Background: an optimization exercise with open tools, aiming at small area. Do not read the settings as production practice. Function was checked by simulation only, so behaviour that the tests miss may differ from the original. Power and IR drop assume default switching activity.

wip/cedar:
// generic_arbiter_full
module generic_arbiter_full(busreq,hlock,hclk,hreset,hmaster_lock,hgrant,hready,hwdata,data_out,haddr,addr_out,hburst,htrans,htrans_out,hburst_out,hmaster);
	input [71:0] hwdata;
	input [71:0] haddr;
	input [26:0] hburst;
	input [17:0] htrans;
	input hclk;
	input hreset;
	input hready;
	input [8:0] busreq;
	input [8:0] hlock;
	output reg [2:0] hburst_out;
	output reg [1:0] htrans_out;
	output reg hmaster_lock;
	output reg [3:0] hgrant;
	output reg [7:0] data_out;
	output reg [7:0] addr_out;
	output reg [3:0] hmaster;
	function automatic [12:0] fld(input [3:0] m);
		reg [2:0] b; reg [1:0] t; reg [7:0] a;
		begin
			b = m[3] ? hburst[26:24] : hburst[3*m[2:0] +: 3];
			t = m[3] ? htrans[17:16] : htrans[2*m[2:0] +: 2];
			a = m[3] ? haddr[71:64]  : haddr[8*m[2:0] +: 8];
			fld = {b, t, a};
		end
	endfunction
	function automatic [7:0] wd(input [3:0] m);
		wd = m[3] ? hwdata[71:64] : hwdata[8*m[2:0] +: 8];
	endfunction
	reg [3:0] w_hgrant;
	reg w_hlock;
	integer j;
	always @(*) begin
		w_hgrant = 4'd8;
		w_hlock = 1'b0;
		for (j = 8; j >= 0; j = j - 1)
			if (busreq[j]) begin
				w_hgrant = j;
				w_hlock = hlock[j];
			end
	end
	reg hlock3;
	reg hlock_c;
	wire hlock_g = hgrant[3] ? hlock[8] : hlock[hgrant[2:0]];
	wire hlock_bus = hmaster_lock ? hlock_g : hlock3;
	wire [3:0] grant_nx = !hreset ? 4'd0 : (hmaster_lock ? hgrant : w_hgrant);
	wire [3:0] master_nx = !hreset ? 4'd0 : (hready ? hgrant : hmaster);
	always @(posedge hclk) begin
		hgrant <= grant_nx;
		hmaster <= master_nx;
		if (!hreset) begin
			hlock3 <= 1'b0;
			hlock_c <= 1'b0;
		end else begin
			if (!hmaster_lock) hlock3 <= w_hlock;
			if (hready) hlock_c <= hlock_bus;
		end
	end
	reg [12:0] f1g, f1z, f2z;
	always @(posedge hclk) begin
		f1g <= fld(grant_nx);
		f1z <= fld(4'd0);
		if (hready) f2z <= f1z;
  ...
Size in the first run: about 650 cells after synthesis, about 120 flip-flops, ~240 I/O pins, ~0.0063 mm2 of cells after synthesis.
Settings: LEC_CHECK=0, CAP_MARGIN=20, CORE_MARGIN=2, CORE_UTILIZATION=50, PLACE_DENSITY=0.7, SLEW_MARGIN=20; clock period 5.0 ns.
standard.sh (not shown) runs the stock make flow with config.mk's settings and CLKGATE_MAP_FILE= SYNTH_SCRIPT=/design/flow/synth_recipe.tcl, a recipe that flattens the netlist after the stock synthesis.
==> flow/flow/run.sh <==
#!/bin/bash
# Standard ORFS layout (the standard.sh, standard synthesis unchanged) with two
# changes: the port buffers are the smallest buffer (buf_1) instead of the default
# pick, and CTS inserts no dummy loads. Each tool's output goes to orfs/logs and
# the whole make output to flow_make.log here.
set -euo pipefail
export BUFFER_PORTS_ARGS="-buffer_cell sky130_fd_sc_hd__buf_1"
export CTS_ARGS="-sink_clustering_enable -repair_clock_nets -dont_use_dummy_load"
bash standard.sh finish > flow_make.log 2>&1
In summary, wip/cedar completed successfully, with a layout that passed the timing, design-rule and antenna checks.
--- input diff wip/cedar..wip/pepper ---
- changing CORE_UTILIZATION from 50 to 70
- changing PLACE_DENSITY from 0.7 to 0.8
==> flow/run.sh (new file) <==
#!/bin/bash
# synth_recipe.tcl (not shown) runs the flow's synth.tcl, then flattens the netlist and writes it again
# the make line also repeats each setting of config.mk as NAME=value (left out here)
make -C /OpenROAD-flow-scripts/flow DESIGN_CONFIG=/design/flow/config.mk WORK_HOME=/design/flow/orfs CLKGATE_MAP_FILE= SYNTH_SCRIPT=/design/flow/synth_recipe.tcl finish
removed: flow/flow/run.sh
removed: flow/standard.sh
[summary]
- The sole clean run among wip/cedar and wip/pepper is wip/cedar.
- From wip/cedar to wip/pepper the numbers moved as follows: post-synthesis register bit count saw little to no change, die outline height saw a decrease, simple logic cell fraction of the synthesized area saw little to no change.
- Compared with wip/cedar, wip/pepper shows effective utilization at floorplan higher by 22 points.
- Diff wip/cedar -> wip/pepper: number of I/O pins has remained practically unchanged; post-synth design cell area has remained practically unchanged; die boundary width has decreased.


Setup of amber:
The RTL this note starts from:
==> flow/design.v <==
module generic_arbiter_full(busreq,hlock,hclk,hreset,hmaster_lock,hgrant,hready,hwdata,data_out,haddr,addr_out,hburst,htrans,htrans_out,hburst_out,hmaster);
	input [71:0] hwdata;
	input [71:0] haddr;
	input [26:0] hburst;
	input [17:0] htrans;
	input hclk;
	input hreset;
	input hready;
	input [8:0] busreq;
	input [8:0] hlock;
	output [2:0] hburst_out;
	output [1:0] htrans_out;
	output reg hmaster_lock;
	output reg [3:0] hgrant;
	output reg [7:0] data_out;
	output [7:0] addr_out;
	output reg [3:0] hmaster;
	function automatic [8:0] dec(input [3:0] m);
		dec = m[3] ? 9'h100 : {1'b0, 8'd1 << m[2:0]};
	endfunction
	reg [3:0] w_hgrant;
	reg [8:0] w_oh;
	reg w_hlock;
	integer j;
	always @(*) begin
		w_hgrant = 4'd8;
		w_oh = 9'h100;
		w_hlock = 1'b0;
		for (j = 8; j >= 0; j = j - 1)
			if (busreq[j]) begin
				w_hgrant = j;
				w_oh = 9'd1 << j;
				w_hlock = hlock[j];
			end
	end
	reg hlock3;
	reg hlock_c;
	wire hlock_g = hgrant[3] ? hlock[8] : hlock[hgrant[2:0]];
	wire hlock_bus = hmaster_lock ? hlock_g : hlock3;
	wire [3:0] grant_nx = !hreset ? 4'd0 : (hmaster_lock ? hgrant : w_hgrant);
	wire [3:0] master_nx = !hreset ? 4'd0 : (hready ? hgrant : hmaster);
	wire [8:0] grant_oh = !hreset ? 9'd1 : (hmaster_lock ? dec(hgrant) : w_oh);
	wire [8:0] master_oh = !hreset ? 9'd1 : dec(hready ? hgrant : hmaster);
	wire hm0 = (hmaster == 4'd0);
	always @(posedge hclk) begin
		hgrant <= grant_nx;
		hmaster <= master_nx;
		if (!hreset) begin
			hlock3 <= 1'b0;
			hlock_c <= 1'b0;
		end else begin
			if (!hmaster_lock) hlock3 <= w_hlock;
			if (hready) hlock_c <= hlock_bus;
		end
	end
	wire [116:0] fields;
	genvar gk;
	generate for (gk = 0; gk < 9; gk = gk + 1) begin : g_fld
		assign fields[13*gk +: 13] = {hburst[3*gk +: 3], htrans[2*gk +: 2], haddr[8*gk +: 8]};
	end endgenerate
	wire [12:0] f1g_d;
	wire [7:0] d1g_d, d1m_d;
	arb_ohmux #(.W(13)) u_fmux (.oh(grant_oh), .x(fields), .y(f1g_d));
	arb_ohmux #(.W(8)) u_dgmux (.oh(grant_oh), .x(hwdata), .y(d1g_d));
	arb_ohmux #(.W(8)) u_dmmux (.oh(master_oh), .x(hwdata), .y(d1m_d));
	reg [12:0] f1g, f1z, f2s, f2z;
	always @(posedge hclk) begin
		f1g <= f1g_d;
		f1z <= fields[12:0];
		if (hready) begin
			f2s <= f1g;
			f2z <= f1z;
		end
	end
	assign {hburst_out, htrans_out, addr_out} = hm0 ? f2z : f2s;
	reg [7:0] d1g, d1m, d1z, d2s, d2z;
	always @(posedge hclk) begin
		d1g <= d1g_d;
		d1m <= d1m_d;
		d1z <= hwdata[7:0];
		if (hready) begin
			d2s <= d1g;
			d2z <= d1z;
			data_out <= d1m;
		end else begin
			data_out <= hm0 ? d2z : d2s;
		end
	end
	reg [4:0] rem;
	reg [4:0] rem1, rem2;
	reg lock1, lock2;
	always @(*) begin
		rem1 = rem;
		lock1 = hmaster_lock;
		if (rem == 5'd0) begin
			case (hburst_out[2:1])
				2'b00: lock1 = hlock_c;
				2'b01: begin rem1 = 5'd4; lock1 = 1'b1; end
				2'b10: begin rem1 = 5'd8; lock1 = 1'b1; end
				2'b11: begin rem1 = 5'd16; lock1 = 1'b1; end
			endcase
		end
		rem2 = rem1;
		lock2 = lock1;
		if (!htrans_out[1]) begin
			if (rem1 >= 5'd3) rem2 = rem1 - 5'd1;
			else if (rem1 == 5'd2) begin rem2 = 5'd1; lock2 = hlock_c; end
			else begin rem2 = 5'd0; lock2 = hlock_c; end
		end
	end
	always @(posedge hclk) begin
		if (!hreset) begin
			hmaster_lock <= 1'b0;
			rem <= 5'd0;
		end else begin
			hmaster_lock <= lock2;
			rem <= rem2;
		end
	end
endmodule
module arb_ohmux #(parameter W = 8) (input [8:0] oh, input [9*W-1:0] x, output [W-1:0] y);
	genvar b;
	generate for (b = 0; b < W; b = b + 1) begin : g_bit
		wire [2:0] n;
		arb_aoi222 u0 (.a(oh[2:0]), .b({x[2*W+b], x[W+b], x[b]}), .y(n[0]));
		arb_aoi222 u1 (.a(oh[5:3]), .b({x[5*W+b], x[4*W+b], x[3*W+b]}), .y(n[1]));
		arb_aoi222 u2 (.a(oh[8:6]), .b({x[8*W+b], x[7*W+b], x[6*W+b]}), .y(n[2]));
		assign y[b] = ~&n;
	end endgenerate
endmodule
module arb_aoi222 (input [2:0] a, input [2:0] b, output y);
	assign y = ~|(a & b);
endmodule
clock: 5.0 ns
lec_check: 0
cap_margin: 20
core_margin: 2
core_utilization: 50
place_density: 0.7
slew_margin: 20
synth_hierarchical: 1
synth_minimum_keep_size: 0
==> flow/flow/run.sh <==
#!/bin/bash
# Standard ORFS layout (the standard.sh, standard synthesis unchanged) with two
# changes: the port buffers are the smallest buffer (buf_1) instead of the default
# pick, and CTS inserts no dummy loads and builds the tree from small clock buffers. Each tool's output goes to orfs/logs and
# the whole make output to flow_make.log here.
set -euo pipefail
export BUFFER_PORTS_ARGS="-buffer_cell sky130_fd_sc_hd__buf_1"
export CTS_ARGS="-sink_clustering_enable -repair_clock_nets -dont_use_dummy_load -buf_list {sky130_fd_sc_hd__clkbuf_2 sky130_fd_sc_hd__clkbuf_4} -root_buf sky130_fd_sc_hd__clkbuf_4 -sink_clustering_size 16"
bash standard.sh finish > flow_make.log 2>&1
Setup changes, amber to ember
==> flow/flow/run.sh <==
#!/bin/bash
# Standard ORFS layout (the standard.sh, standard synthesis unchanged) with two
# changes: the port buffers are the smallest buffer (buf_1) instead of the default
# pick, and CTS inserts no dummy loads. Each tool's output goes to orfs/logs and
# the whole make output to flow_make.log here.
set -euo pipefail
export BUFFER_PORTS_ARGS="-buffer_cell sky130_fd_sc_hd__buf_1"
export CTS_ARGS="-sink_clustering_enable -repair_clock_nets -dont_use_dummy_load"
bash standard.sh finish > flow_make.log 2>&1
Results
- Part of the cycle the worst path needs (lower): amber
- Comparing ember against amber, there is no change at all in non-clock buffer count.
- Compared with amber, in ember final cell count about even; part of the power in registers fell 9.7 points.

## what the ideal ports hide
How much do the figures lean on ideal ports? The routed layouts below were timed once more, with nothing changed but the port constraints.
Step 1, drivers: a clkbuf_16 drives hclk and a buf_2 each remaining input, both assumed.
Step 2 also shifts input and output timing later by t, the mid clock arrival at the registers, as if the neighbouring blocks saw the same clock.
Three values: no drivers, after step 1, after step 2; two values: the first two.
run	shift t [ns]	slack for setup (ns)	hold slack, ns
wip/cedar	0.434	1.698 / 1.714 / 1.279	0.425 / 0.425 / 0.425
amber	0.524	1.724 / 1.693 / 1.360	0.384 / 0.384 / 0.384
ember	0.543	1.714 / 1.680 / 1.364	0.392 / 0.392 / 0.392
After both steps every run listed still meets setup and hold. For wip/cedar, which loses most, drivers alone change the setup slack by +0.016 ns; drivers and shift together by -0.419 ns.
